This is an optimization exercise on Yosys and OpenROAD, whose aim is small area, a short achievable clock period and few clock cycles per item, not a production implementation. In this exercise RTL edits were held to simulation tests only and were not proved equivalent to the original. Power is estimated from default activity; no workload was simulated.

## flow/design.v (module list and top-level ports; edited modules follow where they fit)
// module full_adder: 6 lines
// module add_sub: 22 lines
// module multiply_32: 4947 lines
// module half_adder_n: 6 lines
// module ha_sum_n: 5 lines
// module ha_carry_n: 5 lines
// module cpa_aoi21: 5 lines
// module cpa_inv: 5 lines
// module cpa_nand2: 5 lines
// module cpa_nor2: 5 lines
// module cpa_oai21: 5 lines
// module cpa_xnor2: 5 lines
// module cpa_xor2: 5 lines
module multiply_32 #(parameter N=32) (clk, reset, enable, multiplier, multiplicand, ready, product_upper, product_lower);
  // ...
==> flow/flow/run.sh <==
#!/bin/bash
set -e
export BUFFER_PORTS_ARGS="-buffer_cell sky130_fd_sc_hd__buf_2"
export SKIP_BUFFER_REMOVAL=1
export SETUP_SLACK_MARGIN=7.5
bash standard.sh > standard.log 2>&1
==> flow/standard.sh <==
#!/bin/bash
# synth_recipe.tcl (not shown) runs the flow's synth.tcl, then flattens the netlist and writes it again
# the make line also repeats each setting of config.mk as NAME=value (left out here)
make -C /OpenROAD-flow-scripts/flow DESIGN_CONFIG=/design/flow/config.mk WORK_HOME=/design/flow/orfs CLKGATE_MAP_FILE= SYNTH_SCRIPT=/design/flow/synth_recipe.tcl "${@:-finish}"
==> flow/config.mk <==
export PLATFORM = sky130hd
export DESIGN_NAME = multiply_32
export DESIGN_NICKNAME = multiply_32
export VERILOG_FILES = /design/flow/design.v
export SDC_FILE = /design/flow/constraint.sdc
export NUM_CORES = 4
export LEC_CHECK = 0
export CAP_MARGIN = 20
export CORE_MARGIN = 2
export CORE_UTILIZATION = 60
export CTS_BUF_LIST = sky130_fd_sc_hd__clkbuf_4 sky130_fd_sc_hd__clkbuf_8
export PLACE_DENSITY = 0.7
export SLEW_MARGIN = 20
export SYNTH_HIERARCHICAL = 1
export SYNTH_MINIMUM_KEEP_SIZE = 0
==> flow/constraint.sdc <==
create_clock -name core_clock -period 14.0 [get_ports {clk}]
set_input_delay 2.8000 -clock core_clock [delete_from_list [all_inputs] [get_ports {clk}]]
set_output_delay 2.8000 -clock core_clock [all_outputs]
set_load 0.01 [all_outputs]
==> notes.md, run 1 <==
- Total Wirelength: 101 mm
- Minimum clock period: 6.52 ns
- Largest net degree at the start of global routing: 74
- # nets final: 3790
- Hold path depth: 1
- Post-synthesis adder-cell area fraction: 0.574
- Finished Cell Area: 32200 um2
- DR top layer: met5
- Placed cell area: 31100 um2
- Worst path depth: 9
- Drt wl/cell: 28.6 um
- Drt initial violations: 2420
- Cell taking the most area after synthesis: fa_1
- DRC errors left: 0
- Part of the power in registers: 0.134
- Worst setup SP type: input port
- Multi-input gate area: 25800 um2
- Met3 Use GR: 0.157
- Antenna violations before repair: 3
- Max-slew violation count: 0
- Antenna diode count: 3
- DPL Wire Length: 71.4 mm
- Most frequent cells in the layout: nand2_1 (1139), fa_1 (803), edfxtp_1 (122), nor2_1 (109), fa_2 (105)
- Sw frac: 0.529
- CP max FO: 32
- #FFs+latches synth: 123
- Largest cell class: multi-input combinational cells
- Deepest clock path buffer count: 2
- Slowest CP cell: fa_1
- Critical Path End: r[73]
- Outcome: no timing/DRC/antenna violations
- Power in combinational cells: 6.84 mW
- Insertion delay to the later sink of the worst-skew pair: 0.56 ns
- Die ar.: 54600 um2
- Clk_skew: 0 ns
Testbench counts, summed over its fixed seeds: cycles 2,400, items 2,400.
==> run 2, diff against run 1 <==
==> flow/flow/run.sh (replaced) <==
#!/bin/bash
set -e
export BUFFER_PORTS_ARGS="-buffer_cell sky130_fd_sc_hd__buf_2"
export SKIP_BUFFER_REMOVAL=1
export SETUP_SLACK_MARGIN=7.3
bash standard.sh > standard.log 2>&1
==> notes.md, run 2 <==
- FFs w/ async S/R, synth: 0
- Site Rows: 84
- Post-synth top cells: nand2_1 (1148), fa_1 (908), buf_6 (153)
- Vias: 22895
- Syn_nets: 3885
- Total Wirelength: 104 mm (+2.8%)
- Area contributors post-synth: fa_1 (57%), nand2_1 (14%), edfxtp_1 (12%), buf_6 (5.4%), a21oi_2 (2.7%)
- Hold path depth: 1 (unchanged)
- Sequential share of the synthesized area: 0.116
- Launch point of the worst reg-to-reg path: ready
- Slowest CP cell: fa_1
- DRC errors left: 0 (unchanged)
- Fmax: 0.149 GHz
- Critical path arrival: 6.99 ns
- Gr ovfl total: 0
- Slew HR: 0.474
- # nets final: 3789 (-0.026%)
- Core box area: 52300 um2
- Gpl congestion: 0.940
- Post-synthesis adder-cell area fraction: 0.574 (unchanged)
- Hold Path Sink: ready
- Power per cell area: 265 nW/um2
- Starting Density: 0.605
- Insertion delay to the later sink of the worst-skew pair: 0.55 ns (about the same)
- Vias in the first global route: 25609
- Die Span X: 234 um
- TritonCTS clock tree: done
- Synth Warn #: 7
- DPL Wire Length: 70.9 mm (-0.64%)
- Gr usage total: 0.405
- Die ar.: 54600 um2 (unchanged)
- Netlist cell types: 15
- Mapped Cells: 2910
- Max reg flops: 122
- Simple-gate share of the synthesized area: 0.154
- Post-synth EDFFs: 122
- Final hold viol count: 0
- Deepest clock path buffer count: 2 (unchanged)
- CP Class: in -> reg
- Clk_skew: 0 ns (unchanged)
- Drt initial violations: 2967 (+23%)
- Avg Inst Size Synth: 10.9 um2
- Final setup vio count: 0
- Worst-path clk slew: 0.09 ns
- Total CTS buffers: 17
- Cell leakage power: 10.7 nW
- #FFs+latches synth: 123 (unchanged)
- Synth Flop Type: edfxtp_1
- DR pass1 iterations: 8
- Largest regs: r (122), ready (1)
- Post-Syn Area: 31700 um2
- Max-cap violation count: 0
- Root buffer cell: clkbuf_8
- Hold Crit Start: ready
- Max-slew violation count: 0 (unchanged)
- Critical-path cell list: clkbuf_8, nand2_1, fa_1, fa_1, fa_1, fa_1, fa_1, fa_1, fa_1
- Mux contribution to synthesized area: 0
- Minimum clock period: 6.69 ns (+0.170 ns)
- Hold slack: 0.485 ns
- Most common cell after layout, fill and taps aside: nand2_1
- Proportion of netlist area held by the largest area contributor: 0.574
- First-pass GRT wire length: 156 mm
- Drt wl/cell: 29.5 um (+2.8%)
- Endpoint class of the critical path: flip-flop
- Die height: 234 um
- Worst setup SP type: input port
- Crit-path max cell delay: 0.64 ns
- Tightest Hold Check Type: reg -> reg
- Worst Tran Pin Value: 0.789 ns
- Vias per cell: 6.51
- Fillers: 4216
- Top cell by count, worst path: fa_1
- CP Data Required Time: 14.30 ns
- I/O pin count: 132
- Period Utilization, post-route: 0.478
- Main combinational cell family by area after synthesis: adder cells
- PortBufs: 131
- Worst r2r dst: ready
- H-tree depth: 4
- Compound-Gate Fraction of Synth Area: 0.0378
- Cell taking the most area after synthesis: fa_1
- Share of layout cells above drive strength 1: 0.103
- Most frequent cells in the layout: nand2_1 (1147), fa_1 (897), edfxtp_1 (122), nor2_1 (110), a21oi_2 (98)
- CP max FO: 32 (unchanged)
- Largest reg by FF count: r
- Worst R2R Setup Slack: 13.39 ns
- TNS Setup: 0 ns
- Detail Route Antenna Nets: 0
- Worst slack at placement: 6.34 ns
- FF-to-FF path depth: 1
- Cell with the most instances after synthesis: nand2_1
- Fin util: 0.607
- Antenna violations before repair: 3 (unchanged)
- Cts hold-fix bufs: 0
- Outcome: no timing/DRC/antenna violations
- TritonCTS Sinks: 123
- Final setup margin: 7.31 ns
- Largest net degree at the start of global routing: 63 (-15%)
- VDD IR-drop max: 0.000434 V
- Xor/xnor share of the synthesized area: 0.0376
- Synthesis-to-layout area growth: 0.241%
- RSZ-0062 raised after global routing: true
==> run 2: cell counts after synthesis <==
No cell type changed its count.
==> run 2: kinds of logic (layout without fill, tap and decap cells) <==
kind of cell / after synthesis / count (layout)
buf+inv: 295 / 212
other cells: 0 / 2
fa+ha+maj: 908 / 908
flops: 123 / 123
simple gates: 1284 / 1284
xor+xnor: 136 / 136
compound gates: 164 / 164
==> run 2: Yosys stat by module, one instance, submodules excluded, a selection <==
| module | cell area [um2] | copies in the design | cells |
|---|---|---|---|
| cpa_aoi21 | 8.76 | 99 | 1 |
| cpa_oai21 | 5.00 | 64 | 1 |
| ha_sum_n | 8.76 | 22 | 1 |
| cpa_xnor2 | 8.76 | 41 | 1 |
| ha_carry_n | 6.26 | 22 | 1 |
| cpa_nand2 | 3.75 | 124 | 1 |
| multiply_32 | 9940 | 1 | 1404 |
| cpa_xor2 | 8.76 | 73 | 1 |
| cpa_nor2 | 3.75 | 114 | 1 |
| full_adder | 20.0 | 908 | 1 |
| cpa_inv | 3.75 | 39 | 1 |
==> run 2: worst max-delay path, delay by kind of cell <==
kind	cells	cell delay, ns
fa+ha+maj	7	3.66
simple gates	1	0.14
buf+inv	1	0.35
==> run 2: per-layer routing <==
layer,routed length [um],vias to the layer above,GRT usage
met5,22,-,0.00446
met4,7020,4,0.217
met3,17100,565,0.185
met2,46300,2064,0.610
met1,33100,11689,0.489
li1,-,8573,-
==> run 2: worst max-delay path by stage <==
stage | start | cells after the start | slack, ns | to
CTS | multiplier[12] | 9 | 7.30 | r[89]
global route | multiplicand[24] | 10 | 7.29 | r[89]
floorplan | multiplicand[20] | 9 | 7.30 | r[57]
detailed placement | multiplier[12] | 9 | 6.34 | r[73]
global placement | multiplier[14] | 9 | 6.39 | r[73]
finish | multiplier[18] | 9 | 7.31 | r[89]
==> run 2: timing repair <==
action | in CTS | in global routing
endpoints found under the setup margin | 52 | 49
buffers inserted | 0 | 0
resized for setup | 63 | 81
==> run 2: power breakdown <==
group | total (mW) | switching [mW] | internal [mW] | leakage [nW]
clock | 0.337 | 0.174 | 0.163 | 0.194
sequential | 1.11 | 0.150 | 0.964 | 1.21
combinational | 6.95 | 4.19 | 2.77 | 9.26
total | 8.40 | 4.51 | 3.89 | 10.7
==> run 2: metrics by stage <==
stage / std cells / cell area, um2 / power [mW]
floorplan: 2910 / 31700 / 5.93
global placement: 3483 / 30900 / 7.74
CTS: 3515 / 31500 / 8.28
detailed placement: 3483 / 30900 / 7.89
finish: 3517 / 31700 / 8.40
global route: 3516 / 31700 / 9.11
==> run 2: cell type report <==
cell class	count	area [um2]	share of cell area
Multi-Input combinational cell	2492	25500	0.803
Sequential cell	123	3680	0.116
Timing Repair Buffer	141	1160	0.0364
Tap cell	688	861	0.0271
Clock buffer	19	249	0.00784
Inverter	39	146	0.00461
Clock inverter	13	145	0.00457
Antenna cell	2	5.00	0.000158
==> run 3, diff against run 2 <==
==> flow/flow/run.sh (replaced) <==
#!/bin/bash
set -e
export BUFFER_PORTS_ARGS="-buffer_cell sky130_fd_sc_hd__buf_2"
export SKIP_BUFFER_REMOVAL=1
export SETUP_SLACK_MARGIN=7.8
bash standard.sh > standard.log 2>&1
--- a/flow/config.mk
+++ b/flow/config.mk
@@ -8,7 +8,7 @@
 export CAP_MARGIN = 20
 export CORE_MARGIN = 2
 export CORE_UTILIZATION = 60
-export CTS_BUF_LIST = sky130_fd_sc_hd__clkbuf_4 sky130_fd_sc_hd__clkbuf_8
+export CTS_BUF_LIST = sky130_fd_sc_hd__clkbuf_8 sky130_fd_sc_hd__clkbuf_16
 export PLACE_DENSITY = 0.7
 export SLEW_MARGIN = 20
 export SYNTH_HIERARCHICAL = 1
==> notes.md, run 3 <==
- Outcome: no timing/DRC/antenna violations
- Critical-path cell list: buf_8, buf_12, buf_12, nand2_1, fa_2, fa_2, fa_2, fa_2, fa_2, fa_2, fa_2
- Final setup vio count: 0 (unchanged)
- Slew HR: 0.459 (-0.0148)
- Fillers: 3554 (-16%)
- Largest regs: r (122), ready (1)
- Antenna violations before repair: 6 (+3)
- Detail Route Antenna Nets: 0 (unchanged)
- Die ar.: 54600 um2 (unchanged)
- Post-synth top cells: nand2_1 (1148), fa_1 (908), buf_6 (153)
- Drt wl/cell: 34.6 um (+18%)
- CP Class: in -> reg
- Share of layout cells above drive strength 1: 0.292 (+0.189)
- Minimum clock period: 6.46 ns (-0.228 ns)
- Final hold viol count: 0 (unchanged)
- Gr ovfl total: 0 (unchanged)
- Worst setup SP type: input port
- Worst r2r dst: ready
- Starting Density: 0.605 (unchanged)
- Total Wirelength: 126 mm (+22%)
- Mapped Cells: 2910 (unchanged)
- Deepest clock path buffer count: 2 (unchanged)
- Finished Cell Area: 36600 um2 (+15%)
- H-tree depth: 4 (unchanged)
- Post-Layout Cell Count: 3640 (+3.5%)
- DR pass1 iterations: 13 (+5)
- Busiest grt layer: met2
- Pwr Total: 9.19 mW (+9.4%)
- Synthesis-to-layout area growth: 15.5%
- PortBufs: 131 (unchanged)
- Met3 Use GR: 0.260 (+0.0751)
- Top cell by count, worst path: fa_2
- Met1 usage: 0.537 (+0.0476)
- Post-synth EDFFs: 122 (unchanged)
- Endpoint class of the critical path: flip-flop
- Max reg flops: 122 (unchanged)
- Tightest Hold Check Type: reg -> reg
- Vias: 24801 (+8.3%)
- CP max FO: 6 (-81%)
- Crit-path max cell delay: 0.56 ns (-0.08 ns)
- Most frequent cells in the layout: nand2_1 (1062), fa_1 (562), fa_2 (346), edfxtp_1 (122), nor2_1 (102)
- TritonCTS clock tree: done
- Avg Inst Size Synth: 10.9 um2 (unchanged)
- Cell taking the most area after synthesis: fa_1
- Root buffer cell: clkbuf_16
- Cts hold-fix bufs: 0 (unchanged)
- Drt initial violations: 4090 (+38%)
- Slowest CP cell: fa_2
- DPL Wire Length: 71.2 mm (+0.44%)
- Synth Flop Type: edfxtp_1
- Hold Crit Start: ready
- Proportion of netlist area held by the largest area contributor: 0.574 (unchanged)
- FFs w/ async S/R, synth: 0 (unchanged)
- Die height: 234 um (unchanged)
- Sequential share of the synthesized area: 0.116 (unchanged)
- Placed cell count: 3488 (+0.14%)
- Gr usage total: 0.473 (+0.0689)
- Fmax: 0.155 GHz (+3.5%)
- CP Launch Point: multiplier[22]
- Max-slew violation count: 0 (unchanged)
- Synth Warn #: 7 (unchanged)
- Hold Path Sink: ready
- Max-cap violation count: 0 (unchanged)
- Vias in the first global route: 27181 (+6.1%)
- Die Span X: 234 um (unchanged)
- Hold path depth: 1 (unchanged)
- Period Utilization, post-route: 0.462 (-0.0163)
- Gpl congestion: 0.955 (+1.5%)
- Core box area: 52300 um2 (unchanged)
- Syn_nets: 3885 (unchanged)
- Netlist cell types: 15 (unchanged)
- First-pass GRT wire length: 178 mm (+14%)
- CP Data Required Time: 14.24 ns (-0.06 ns)
- TritonCTS Sinks: 123 (unchanged)
- Power per cell area: 251 nW/um2 (-5.0%)
- Most common cell after layout, fill and taps aside: nand2_1
- VDD IR-drop max: 0.000310 V (-29%)
- Largest reg by FF count: r
- DRC errors left: 0 (unchanged)
- Total CTS buffers: 17 (unchanged)
- Clk_skew: 0 ns (unchanged)
- Site Rows: 84 (unchanged)
- Largest net degree at the start of global routing: 71 (+13%)
- RSZ-0062 raised after global routing: true
- Cell with the most instances after synthesis: nand2_1
- # nets final: 3908 (+3.1%)
- Worst-path clk slew: 0.07 ns (-0.02 ns)
- Worst Tran Pin Value: 0.812 ns (+0.0222 ns)
- Launch point of the worst reg-to-reg path: ready
- Vias per cell: 6.81 (+4.7%)
- Critical path arrival: 6.70 ns (-0.29 ns)
- I/O pin count: 132 (unchanged)
- Placed cell area: 31800 um2 (+2.9%)
- TNS Setup: 0 ns (unchanged)
- Insertion delay to the later sink of the worst-skew pair: 0.49 ns (-0.06 ns)
- Post-Syn Area: 31700 um2 (unchanged)
- #FFs+latches synth: 123 (unchanged)
- Cell leakage power: 12.5 nW (+17%)
- FF-to-FF path depth: 1 (unchanged)
- Area contributors post-synth: fa_1 (57%), nand2_1 (14%), edfxtp_1 (12%), buf_6 (5.4%), a21oi_2 (2.7%)
- Worst R2R Setup Slack: 13.39 ns (about the same)
- M2 GR Usage: 0.665 (+0.0553)
-- run 3: metal layers --
layer  vias up  wire (um)
met3       980      22700
li1       8866          -
met1     12364      37500
met2      2567      51800
met5         -       1010
met4        24      13200
-- run 3: critical path, delay by kind of cell --
kind,cells,cell delay [ns]
buf+inv,3,0.49
simple gates,1,0.07
fa+ha+maj,7,3.32
-- run 3: per-module statistics from Yosys (local to each module, per instance), excerpt --
module / cells / flip-flops and latches / times used / area, um2
multiply_32: 1404 / 123 / 1 / 9940
cpa_xor2: 1 / 0 / 73 / 8.76
cpa_inv: 1 / 0 / 39 / 3.75
ha_carry_n: 1 / 0 / 22 / 6.26
cpa_nor2: 1 / 0 / 114 / 3.75
cpa_aoi21: 1 / 0 / 99 / 8.76
cpa_nand2: 1 / 0 / 124 / 3.75
ha_sum_n: 1 / 0 / 22 / 8.76
cpa_oai21: 1 / 0 / 64 / 5.00
full_adder: 1 / 0 / 908 / 20.0
cpa_xnor2: 1 / 0 / 41 / 8.76
-- run 3: worst max path at each step --
stage                     endpoint  slack [ns]  cells after the start
final                        r[73]        7.54                     11
after floorplan              r[73]        7.49                      9
after global placement       r[73]        6.48                     10
after global routing         r[73]        7.55                     11
after detailed placement     r[73]        6.50                     10
after CTS                    r[73]        7.64                     11
-- run 3: report_power, final --
part	internal, mW	total, mW	leakage [nW]	switching [mW]
Sequential	0.965	1.12	1.21	0.152
Combinational	3.25	7.59	11.0	4.34
Clock	0.284	0.487	0.286	0.203
Total	4.50	9.19	12.5	4.70
-- run 3: final cells by class --
cell class	count	area, um2	area share
multi-input cells	2492	26900	0.735
clock buffers	18	439	0.0120
well taps	688	861	0.0235
diodes	6	15.0	0.000411
clock inverters	14	171	0.00469
repair buffers	260	4390	0.120
flip-flops and latches	123	3680	0.101
inverters	39	146	0.00400
-- run 3: per-stage QoR --
stage / util / setup slack [ns] / hold slack [ns]
after detailed placement: 0.607 / 6.50 / 0.474
after global routing: 0.698 / 7.55 / 0.504
final: 0.699 / 7.54 / 0.485
after floorplan: - / 7.49 / 0.525
after CTS: 0.684 / 7.64 / 0.489
after global placement: 0.607 / 6.48 / 0.459
-- run 3: repair_timing --
item                       CTS  global route
setup endpoints to repair  113            75
gates resized for setup    414           110
buffers inserted            43            19
gates cloned                45             7
pin swaps                   68            80
-- run 3: logic make-up (layout without fill, tap and decap cells) --
logic type	after synthesis	in the layout	synth area share
flip-flops	123	123	0.116
adder cells (fa/ha/maj)	908	908	0.574
buffers and inverters	295	331	0.0804
XOR/XNOR	136	136	0.0376
AO/OA/AOI/OAI	164	164	0.0378
other	0	6	0
AND/OR/NAND/NOR	1284	1284	0.154
==> run 4, diff against run 3 <==
==> flow/flow/run.sh (replaced) <==
#!/bin/bash
set -e
export BUFFER_PORTS_ARGS="-buffer_cell sky130_fd_sc_hd__buf_2"
export SKIP_BUFFER_REMOVAL=1
export SETUP_SLACK_MARGIN=7.5
bash standard.sh > standard.log 2>&1
==> flow/config.mk (replaced) <==
export PLATFORM = sky130hd
export DESIGN_NAME = multiply_32
export DESIGN_NICKNAME = multiply_32
export VERILOG_FILES = /design/flow/design.v
export SDC_FILE = /design/flow/constraint.sdc
export NUM_CORES = 4
export LEC_CHECK = 0
export CAP_MARGIN = 0
export CORE_MARGIN = 2
export CORE_UTILIZATION = 60
export CTS_BUF_LIST = sky130_fd_sc_hd__clkbuf_4 sky130_fd_sc_hd__clkbuf_8
export PLACE_DENSITY = 0.7
export SLEW_MARGIN = 0
export SYNTH_HIERARCHICAL = 1
export SYNTH_MINIMUM_KEEP_SIZE = 0
==> notes.md, run 4 <==
- Outcome: no timing/DRC/antenna violations
- Largest regs: r (122), ready (1)
- Minimum clock period: 6.52 ns (+0.0578 ns)
- Die ar.: 54600 um2 (unchanged)
- Fillers: 4196 (+18%)
- DRC errors left: 0 (unchanged)
- First-pass GRT wire length: 153 mm (-14%)
- Site Rows: 84 (unchanged)
- DR pass1 iterations: 6 (-7)
- Sw frac: 0.529 (+0.0178)
- Gpl congestion: 0.932 (-2.4%)
- Total Wirelength: 101 mm (-20%)
- Proportion of netlist area held by the largest area contributor: 0.574 (unchanged)
- Clock power share: 0.042 (-0.011)
- Synthesis-to-layout area growth: 1.58%
- Largest reg by FF count: r
- FF-to-FF path depth: 1 (unchanged)
- Worst path depth: 9 (-2)
- RSZ-0062 raised after global routing: true
- Worst Tran Pin Value: 0.750 ns (-0.0617 ns)
- Syn_nets: 3885 (unchanged)
- Fmax: 0.153 GHz (-0.89%)
- Synth Flop Type: edfxtp_1
- Cell leakage power: 10.7 nW (-14%)
- Max reg flops: 122 (unchanged)
- Antenna violations before repair: 3 (-3)
- H-tree depth: 4 (unchanged)
- Most frequent cells in the layout: nand2_1 (1139), fa_1 (803), edfxtp_1 (122), nor2_1 (109), fa_2 (105)
- Most common cell after layout, fill and taps aside: nand2_1
- TritonCTS clock tree: done
- Die Span X: 234 um (unchanged)
- CP Class: in -> reg
- Root buffer cell: clkbuf_8
- Pwr Total: 8.30 mW (-9.7%)
- Sequential share of the synthesized area: 0.116 (unchanged)
- Avg Inst Size Synth: 10.9 um2 (unchanged)
- CP Data Required Time: 14.32 ns (+0.08 ns)
- Cell with the most instances after synthesis: nand2_1
- Cell taking the most area after synthesis: fa_1
- Worst-path clk slew: 0.09 ns (+0.02 ns)
- Post-Syn Area: 31700 um2 (unchanged)
- Placed cell area: 31100 um2 (-2.0%)
- Vias: 22555 (-9.1%)
- TNS Setup: 0 ns (unchanged)
- Multi-input gate area: 25800 um2 (-3.8%)
- Combinational group share of total power: 0.824 (-0.002)
- FFs w/ async S/R, synth: 0 (unchanged)
- Hold path depth: 1 (unchanged)
- Share of layout cells above drive strength 1: 0.143 (-0.149)
- Power per cell area: 258 nW/um2 (+2.6%)
- Final hold viol count: 0 (unchanged)
- Final setup vio count: 0 (unchanged)
- Drt initial violations: 2420 (-41%)
- #FFs+latches synth: 123 (unchanged)
- Endpoint class of the critical path: flip-flop
- Critical path arrival: 6.84 ns (+0.14 ns)
- Insertion delay to the later sink of the worst-skew pair: 0.56 ns (+0.07 ns)
- Cts hold-fix bufs: 0 (unchanged)
- Post-CTS Setup Inserts: 0 (-100%)
- Gr ovfl total: 0 (unchanged)
- Area contributors post-synth: fa_1 (57%), nand2_1 (14%), edfxtp_1 (12%), buf_6 (5.4%), a21oi_2 (2.7%)
- Vias per cell: 6.41 (-5.9%)
- Total CTS buffers: 17 (unchanged)
- PortBufs: 131 (unchanged)
- Top cell by count, worst path: fa_1
- Psw: 4.39 mW (-6.6%)
- Finished Cell Area: 32200 um2 (-12%)
- Detail Route Antenna Nets: 0 (unchanged)
- VDD IR-drop max: 0.000298 V (-3.9%)
- Crit-path max cell delay: 0.59 ns (+0.03 ns)
- Synth Warn #: 7 (unchanged)
- # nets final: 3790 (-3.0%)
- Mapped Cells: 2910 (unchanged)
- Slew HR: 0.500 (+0.0411)
- DPL Wire Length: 71.4 mm (+0.20%)
- Drt wl/cell: 28.6 um (-17%)
- Largest net degree at the start of global routing: 74 (+4.2%)
- CP max FO: 32 (+26)
- I/O pin count: 132 (unchanged)
- Die height: 234 um (unchanged)
- Internal: 3.91 mW (-13%)
- Clk_skew: 0 ns (unchanged)
- Vias in the first global route: 25256 (-7.1%)
- Period Utilization, post-route: 0.466 (+0.00413)
- Max-slew violation count: 0 (unchanged)
- Post-synth EDFFs: 122 (unchanged)
- Max-cap violation count: 0 (unchanged)
- Starting Density: 0.605 (unchanged)
- Critical-path cell list: buf_6, nand2_1, fa_1, fa_1, fa_1, fa_1, fa_1, fa_1, fa_1
- CP Buf/Inv Count: 1 (-2)
- Core box area: 52300 um2 (unchanged)
- TritonCTS Sinks: 123 (unchanged)
- Tightest Hold Check Type: reg -> reg
- Gr usage total: 0.395 (-0.0785)
- Worst setup SP type: input port
- CP delay by family, top: adder cells
- Post-synth top cells: nand2_1 (1148), fa_1 (908), buf_6 (153)
- Deepest clock path buffer count: 2 (unchanged)
- Part of the power in registers: 0.134 (+0.013)
- Slowest CP cell: fa_1
- Seq. cell area: 3680 um2 (unchanged)
- Netlist cell types: 15 (unchanged)
==> run 4: cell counts after synthesis <==
Identical to the previous run, type by type.
==> run 4: final timing paths <==
path | slack, ns | startpoint | endpoint
hold reg to reg | 0.48 | ready | ready
hold / removal | 0.48 | ready | ready
setup reg to reg | 13.39 | ready | ready
setup / recovery | 7.48 | multiplier[9] | r[73]
==> run 4: stage by stage <==
stage               instances  worst slack [ns]  hold slack, ns   util
finish                   3519              7.48           0.482  0.615
floorplan                2910              7.47           0.525      -
CTS                      3515              7.45           0.487  0.607
global placement         3483              6.51           0.458  0.595
global route             3518              7.48           0.510  0.615
detailed placement       3483              6.50           0.466  0.595
==> run 4: Yosys stat by module, one instance, submodules excluded, excerpt <==
module,cell area [um2],flops+latches,cells inside
cpa_nor2,3.75,0,1
cpa_nand2,3.75,0,1
multiply_32,9940,123,1404
cpa_xnor2,8.76,0,1
cpa_aoi21,8.76,0,1
full_adder,20.0,0,1
ha_carry_n,6.26,0,1
==> run 4: power by group through the flow <==
stage | logic [mW] | registers (mW) | clock network (mW)
2_1_floorplan | 4.91 | 1.06 | 0
3_3_place_gp | 6.57 | 1.11 | 0
3_5_place_dp | 6.70 | 1.12 | 0
4_1_cts | 6.77 | 1.11 | 0.356
5_1_grt | 7.58 | 1.14 | 0.369
6_report | 6.84 | 1.11 | 0.347
==> run 4: cell type report <==
| type | count | area share |
|---|---|---|
| clock buffers | 17 | 0.00727 |
| multi-input cells | 2492 | 0.803 |
| inverters | 39 | 0.00455 |
| diodes | 3 | 0.000233 |
| flip-flops and latches | 123 | 0.115 |
| clock inverters | 15 | 0.00510 |
| well taps | 688 | 0.0268 |
| repair buffers | 142 | 0.0383 |
==> run 4: kinds of logic after synthesis <==
family | after synthesis | synth area share
buffers and inverters | 295 | 0.0804
AND/OR/NAND/NOR | 1284 | 0.154
flip-flops | 123 | 0.116
adder cells (fa/ha/maj) | 908 | 0.574
XOR/XNOR | 136 | 0.0376
AO/OA/AOI/OAI | 164 | 0.0378
==> run 4: timing repair <==
item,in CTS,in global routing
setup endpoints to repair,64,67
gates cloned,0,1
resized for setup,81,99
==> run 4: per-layer routing <==
metal / routed length, um / part of all wire / track usage / up-vias
li1: - / - / - / 8582
met1: 33900 / 0.34 / 0.488 / 11555
met2: 45300 / 0.45 / 0.593 / 1903
met3: 14500 / 0.14 / 0.157 / 513
met4: 7060 / 0.070 / 0.231 / 2
met5: 13 / 0.00013 / 0 / -

[re-timing with driven ports]
No port has a modelled driver above. Below, the same layouts with a new extraction and two added sets of constraints.
Step 1 (the two cells are an assumption about what drives the block):
set clk [get_ports {clk}]
set_driving_cell -lib_cell sky130_fd_sc_hd__clkbuf_16 $clk
set_driving_cell -lib_cell sky130_fd_sc_hd__buf_2 [delete_from_list [all_inputs] $clk]
Step 2 also shifts input and output timing later by t, the mid clock arrival at the registers, as if the neighbouring blocks saw the same clock.
Slacks: ideal / step 1 / step 2; pairs: ideal / step 1.
| run | shift t [ns] | slack for setup (ns) | hold WS [ns] |
|---|---|---|---|
| run 1 | 0.619 | 7.477 / 7.475 / 6.856 | 0.482 / 0.482 / 0.482 |
| run 2 | 0.605 | 7.307 / 7.328 / 6.723 | 0.484 / 0.484 / 0.484 |
| run 3 | 0.561 | 7.535 / 7.381 / 6.820 | 0.485 / 0.485 / 0.485 |
| run 4 | 0.619 | 7.477 / 7.475 / 6.856 | 0.482 / 0.482 / 0.482 |
After both steps setup and hold are still met in every run listed. The setup slack of run 3, which loses most, moves by -0.154 ns with the drivers and by -0.715 ns with both steps.
